Source: an optimization exercise on an open RTL-to-GDS flow (aim: small area and a short achievable clock period). Production flows keep margins and buffers that such runs may drop.
At most, simulation tests tie the RTL to the original design; equivalence was not proved.
Power figures rest on the tool's default switching activity, not on a simulated workload.

==> flow/design.v (excerpt) <==
module pipeline_sum (
    input clk,
    input [15:0] a, b,
    output [31:0] r
);
clock: 36.0 ns
lec_check: 0
abc_area: 1
cap_margin: 20
core_margin: 2
core_utilization: 55
slew_margin: 20
standard.sh (not shown) runs the stock make flow with config.mk's settings and CLKGATE_MAP_FILE= SYNTH_SCRIPT=/design/flow/synth_recipe.tcl, a recipe that flattens the netlist after the stock synthesis.
==> flow/flow/run.sh <==
#!/bin/bash
set -euo pipefail
MARGIN=25.5
PLAT="$FLOW_HOME/platforms/sky130hd/config.mk"
BASE=$(sed -n '/^export DONT_USE_CELLS += /,/^#/p' "$PLAT" | grep -o 'sky130_fd_sc_hd__[a-z0-9_]*' | tr '\n' ' ')
EXTRA=""
for c in xor3_1 xor3_2 xor3_4 xnor3_1 xnor3_2 xnor3_4 maj3_1 maj3_2 maj3_4 fa_1 fa_2 fa_4 fah_1 fahcin_1 fahcon_1 ha_1 ha_2 ha_4; do
  EXTRA="$EXTRA sky130_fd_sc_hd__$c"
done
bash standard.sh SETUP_SLACK_MARGIN=$MARGIN SETUP_MOVE_SEQUENCE=sizeup,swap SKIP_GATE_CLONING=1 \
  "BUFFER_PORTS_ARGS=-buffer_cell sky130_fd_sc_hd__buf_1" \
  "DONT_USE_CELLS=$BASE$EXTRA" finish > make_finish.log 2>&1
==> next run, changes <==
--- a/flow/design.v
+++ b/flow/design.v
@@ -203,35 +203,25 @@
   assign s1_r5_bo[0] = 1'b0;
   assign s1_r5_bo[1] = (s1_r5_t[0] ^ bb_c1[0]) ? bb_c1[0] : s1_r5_bo[0];
   assign s1_r5_bo[2] = (s1_r5_t[1] ^ bb_c1[1]) ? bb_c1[1] : s1_r5_bo[1];
   assign s1_r5_bo[3] = (s1_r5_t[2] ^ bb_c1[2]) ? bb_c1[2] : s1_r5_bo[2];
   assign s1_r5_bo[4] = (s1_r5_t[3] ^ bb_c1[3]) ? bb_c1[3] : s1_r5_bo[3];
   assign s1_r5_bo[5] = (s1_r5_t[4] ^ bb_c1[4]) ? bb_c1[4] : s1_r5_bo[4];
   assign s1_r5_bo[6] = (s1_r5_t[5] ^ bb_c1[5]) ? bb_c1[5] : s1_r5_bo[5];
   assign s1_r5_bo[7] = (s1_r5_t[6] ^ bb_c1[6]) ? bb_c1[6] : s1_r5_bo[6];
   assign s1_r5_bo[8] = (s1_r5_t[7] ^ bb_c1[7]) ? bb_c1[7] : s1_r5_bo[7];
   assign s1_r5_bo[9] = (s1_r5_t[8] ^ bb_c1[8]) ? bb_c1[8] : s1_r5_bo[8];
   assign s1_r5_bo[10] = (s1_r5_t[9] ^ bb_c1[9]) ? bb_c1[9] : s1_r5_bo[9];
   assign s1_r5_bo[11] = (s1_r5_t[10] ^ bb_c1[10]) ? bb_c1[10] : s1_r5_bo[10];
-  wire [11:5] s1_r5_s_gu;
-  assign s1_r5_s_gu[5] = 1'b0;
-  assign s1_r5_s_gu[6] = (s1_r5_t[5] ^ bb_c1[5]) ? bb_c1[5] : s1_r5_s_gu[5];
-  assign s1_r5_s_gu[7] = (s1_r5_t[6] ^ bb_c1[6]) ? bb_c1[6] : s1_r5_s_gu[6];
-  assign s1_r5_s_gu[8] = (s1_r5_t[7] ^ bb_c1[7]) ? bb_c1[7] : s1_r5_s_gu[7];
-  assign s1_r5_s_gu[9] = (s1_r5_t[8] ^ bb_c1[8]) ? bb_c1[8] : s1_r5_s_gu[8];
-  assign s1_r5_s_gu[10] = (s1_r5_t[9] ^ bb_c1[9]) ? bb_c1[9] : s1_r5_s_gu[9];
-  assign s1_r5_s_gu[11] = (s1_r5_t[10] ^ bb_c1[10]) ? bb_c1[10] : s1_r5_s_gu[10];
-  wire s1_r5_s_pu = ~(|(s1_r5_t[10:5] ^ {bb_c1[10], bb_c1[9], bb_c1[8], bb_c1[7], bb_c1[6], bb_c1[5]}));
-  wire s1_r5_bf = s1_r5_s_gu[11] | (s1_r5_s_pu & s1_r5_bo[5]);
-  wire s1_r5_q = s1_r5_hz & ~s1_r5_bf;
+  wire s1_r5_q = s1_r5_hz & ~s1_r5_bo[11];
   wire [10:0] s1_r5_d;
   assign s1_r5_d[0] = s1_r5_t[0] ^ (s1_r5_q & (bb_c1[0] ^ s1_r5_bo[0]));
   assign s1_r5_d[1] = s1_r5_t[1] ^ (s1_r5_q & (bb_c1[1] ^ s1_r5_bo[1]));
   assign s1_r5_d[2] = s1_r5_t[2] ^ (s1_r5_q & (bb_c1[2] ^ s1_r5_bo[2]));
   assign s1_r5_d[3] = s1_r5_t[3] ^ (s1_r5_q & (bb_c1[3] ^ s1_r5_bo[3]));
   assign s1_r5_d[4] = s1_r5_t[4] ^ (s1_r5_q & (bb_c1[4] ^ s1_r5_bo[4]));
   assign s1_r5_d[5] = s1_r5_t[5] ^ (s1_r5_q & (bb_c1[5] ^ s1_r5_bo[5]));
   assign s1_r5_d[6] = s1_r5_t[6] ^ (s1_r5_q & (bb_c1[6] ^ s1_r5_bo[6]));
   assign s1_r5_d[7] = s1_r5_t[7] ^ (s1_r5_q & (bb_c1[7] ^ s1_r5_bo[7]));
   assign s1_r5_d[8] = s1_r5_t[8] ^ (s1_r5_q & (bb_c1[8] ^ s1_r5_bo[8]));
   assign s1_r5_d[9] = s1_r5_t[9] ^ (s1_r5_q & (bb_c1[9] ^ s1_r5_bo[9]));
   assign s1_r5_d[10] = s1_r5_t[10] ^ (s1_r5_q & (bb_c1[10] ^ s1_r5_bo[10]));
Effect: Clock skew stays flat. Non-clock buffer count goes up by 5. Die area goes up by a few percent. Area after synthesis goes up by a few percent. Sequential share of layout area stays flat. Cell count goes down slightly. Power goes down slightly. Synthesized cell count goes down slightly. Hold slack stays flat. Maximum frequency goes up by a few percent. Routed wire length goes down by a little under a tenth. Core utilization goes down by 1.6 points. First-iteration DRC count goes down by a quarter to a third.
Function not checked in the first run of this note: the RTL went through the layout flow alone.

Another version of the RTL of pipeline_sum (not shown whole).
Size: roughly 1800 cells after synthesis, about 110 flip-flops, ~65 I/O pins, roughly 11000 sq um of cells after synthesis.
Settings: LEC_CHECK=0, ABC_AREA=1, CAP_MARGIN=20, CORE_MARGIN=2, CORE_UTILIZATION=55, SLEW_MARGIN=20; clock period 36.0 ns.
==> flow/flow/run.sh <==
#!/bin/bash
set -euo pipefail
MARGIN=25.5
PLAT="$FLOW_HOME/platforms/sky130hd/config.mk"
BASE=$(sed -n '/^export DONT_USE_CELLS += /,/^#/p' "$PLAT" | grep -o 'sky130_fd_sc_hd__[a-z0-9_]*' | tr '\n' ' ')
EXTRA=""
for c in maj3_1 maj3_2 maj3_4 fa_1 fa_2 fa_4 fah_1 fahcin_1 fahcon_1 ha_1 ha_2 ha_4; do
  EXTRA="$EXTRA sky130_fd_sc_hd__$c"
done
bash standard.sh SETUP_SLACK_MARGIN=$MARGIN SETUP_MOVE_SEQUENCE=sizeup,swap SKIP_GATE_CLONING=1 \
  "BUFFER_PORTS_ARGS=-buffer_cell sky130_fd_sc_hd__buf_1" \
  "DONT_USE_CELLS=$BASE$EXTRA" finish > make_finish.log 2>&1
Edit:
--- a/flow/design.v
+++ b/flow/design.v
@@ -480,31 +480,29 @@
   assign s2_x4_k3_gu[13] = (s2_x4_t[12] ^ s2_x4_b3[12]) ? s2_x4_b3[12] : s2_x4_k3_gu[12];
   assign s2_x4_k3_gu[14] = (s2_x4_t[13] ^ s2_x4_b3[13]) ? s2_x4_b3[13] : s2_x4_k3_gu[13];
   assign s2_x4_k3_gu[15] = (s2_x4_t[14] ^ s2_x4_b3[14]) ? s2_x4_b3[14] : s2_x4_k3_gu[14];
   assign s2_x4_k3_gu[16] = (s2_x4_t[15] ^ s2_x4_b3[15]) ? s2_x4_b3[15] : s2_x4_k3_gu[15];
   wire s2_x4_k3_pu = ~(|(s2_x4_t[15:8] ^ {s2_x4_b3[15], s2_x4_b3[14], s2_x4_b3[13], s2_x4_b3[12], s2_x4_b3[11], s2_x4_b3[10], s2_x4_b3[9], s2_x4_b3[8]}));
   wire s2_x4_ge3 = ~(|s2_x4_b3[17:16]) & ~(s2_x4_k3_gu[16] | (s2_x4_k3_pu & s2_x4_c3[8]));
   wire s2_x4_q1 = s2_x4_ge2;
   wire s2_x4_q0 = s2_x4_q1 ? s2_x4_ge3 : s2_x4_ge1;
-  wire [8:0] ml = {1'b0, ym2[7:0]} + {1'b0, 1'b0, 1'b0, 1'b0, s2_r4_q, s2_r3_q, s2_r2_q, 1'b0, 1'b0};
+  wire [6:0] ml = {1'b0, ym2[5:0]} + {1'b0, 1'b0, s2_r4_q, s2_r3_q, s2_r2_q, 1'b0, 1'b0};
   wire lc1 = ml[0] & s2_x4_q0;
   wire lc2 = (ml[1] & s2_x4_q1) | ((ml[1] | s2_x4_q1) & lc1);
-  wire [8:0] lo7;
+  wire [6:0] lo7;
   assign lo7[0] = ml[0] ^ s2_x4_q0;
   assign lo7[1] = ml[1] ^ s2_x4_q1 ^ lc1;
   assign lo7[2] = ml[2] ^ (lc2 & (1'b1));
   assign lo7[3] = ml[3] ^ (lc2 & (&ml[2:2]));
   assign lo7[4] = ml[4] ^ (lc2 & (&ml[3:2]));
   assign lo7[5] = ml[5] ^ (lc2 & (&ml[4:2]));
   assign lo7[6] = ml[6] ^ (lc2 & (&ml[5:2]));
-  assign lo7[7] = ml[7] ^ (lc2 & (&ml[6:2]));
-  assign lo7[8] = ml[8] ^ (lc2 & (&ml[7:2]));
-  wire [9:0] h0 = ym2[17:8];
-  reg [8:0] lo_c3;
-  reg [9:0] hi_c3;
+  wire [11:0] h0 = ym2[17:6];
+  reg [6:0] lo_c3;
+  reg [11:0] hi_c3;
   always_ff @(posedge clk) begin
     lo_c3 <= lo7;
     hi_c3 <= h0;
   end
-  wire [9:0] hs = hi_c3 + {9'd0, lo_c3[8]};
-  assign r = {14'd0, hs, lo_c3[7:0]};
+  wire [11:0] hs = hi_c3 + {11'd0, lo_c3[6]};
+  assign r = {14'd0, hs, lo_c3[5:0]};
 endmodule
Effect: The changed run went through all stages and came out clean; fmax is higher slightly; global-route usage falls by 0.99 points; critical path depth went down by 69; total power fell by a few percent; final cell count went down by a few percent; sequential power barely changes; routed wire length went down by a few percent; via count falls slightly.
No run of this note included a check of the RTL's function; only the layout flow was run.

port drivers added, routing unchanged:
How much do the figures lean on ideal ports? The routed layouts below were timed once more, with nothing changed but the port constraints.
Step 1 (the two cells are an assumption about what drives the block):
set clk [get_ports {clk}]
set_driving_cell -lib_cell sky130_fd_sc_hd__clkbuf_16 $clk
set_driving_cell -lib_cell sky130_fd_sc_hd__buf_2 [delete_from_list [all_inputs] $clk]
Step 2 also shifts input and output timing later by t, the mid clock arrival at the registers, as if the neighbouring blocks saw the same clock.
Slacks: ideal / step 1 / step 2; pairs: ideal / step 1.
run	shift t [ns]	slack for setup (ns)	worst hold slack (ns)	latest minus earliest clock arrival (ns)	slew at the worst register clock pin (ns)
the first run of note 1	0.405	26.308 / 26.333 / 25.927	0.332 / 0.332 / 0.332	0.017 / 0.017	0.09 / 0.09
the second run of note 1	0.406	26.535 / 26.564 / 26.158	0.333 / 0.333 / 0.333	0.017 / 0.016	0.09 / 0.09
the first run of note 2	0.404	26.220 / 26.220 / 26.220	0.333 / 0.333 / 0.333	0.016 / 0.016	0.09 / 0.09
the second run of note 2	0.404	26.293 / 26.248 / 26.406	0.326 / 0.326 / 0.326	0.011 / 0.010	0.08 / 0.08
After both steps every run listed still meets setup and hold. For the first run of note 1, which loses most, drivers alone change the setup slack by +0.025 ns; drivers and shift together by -0.381 ns.
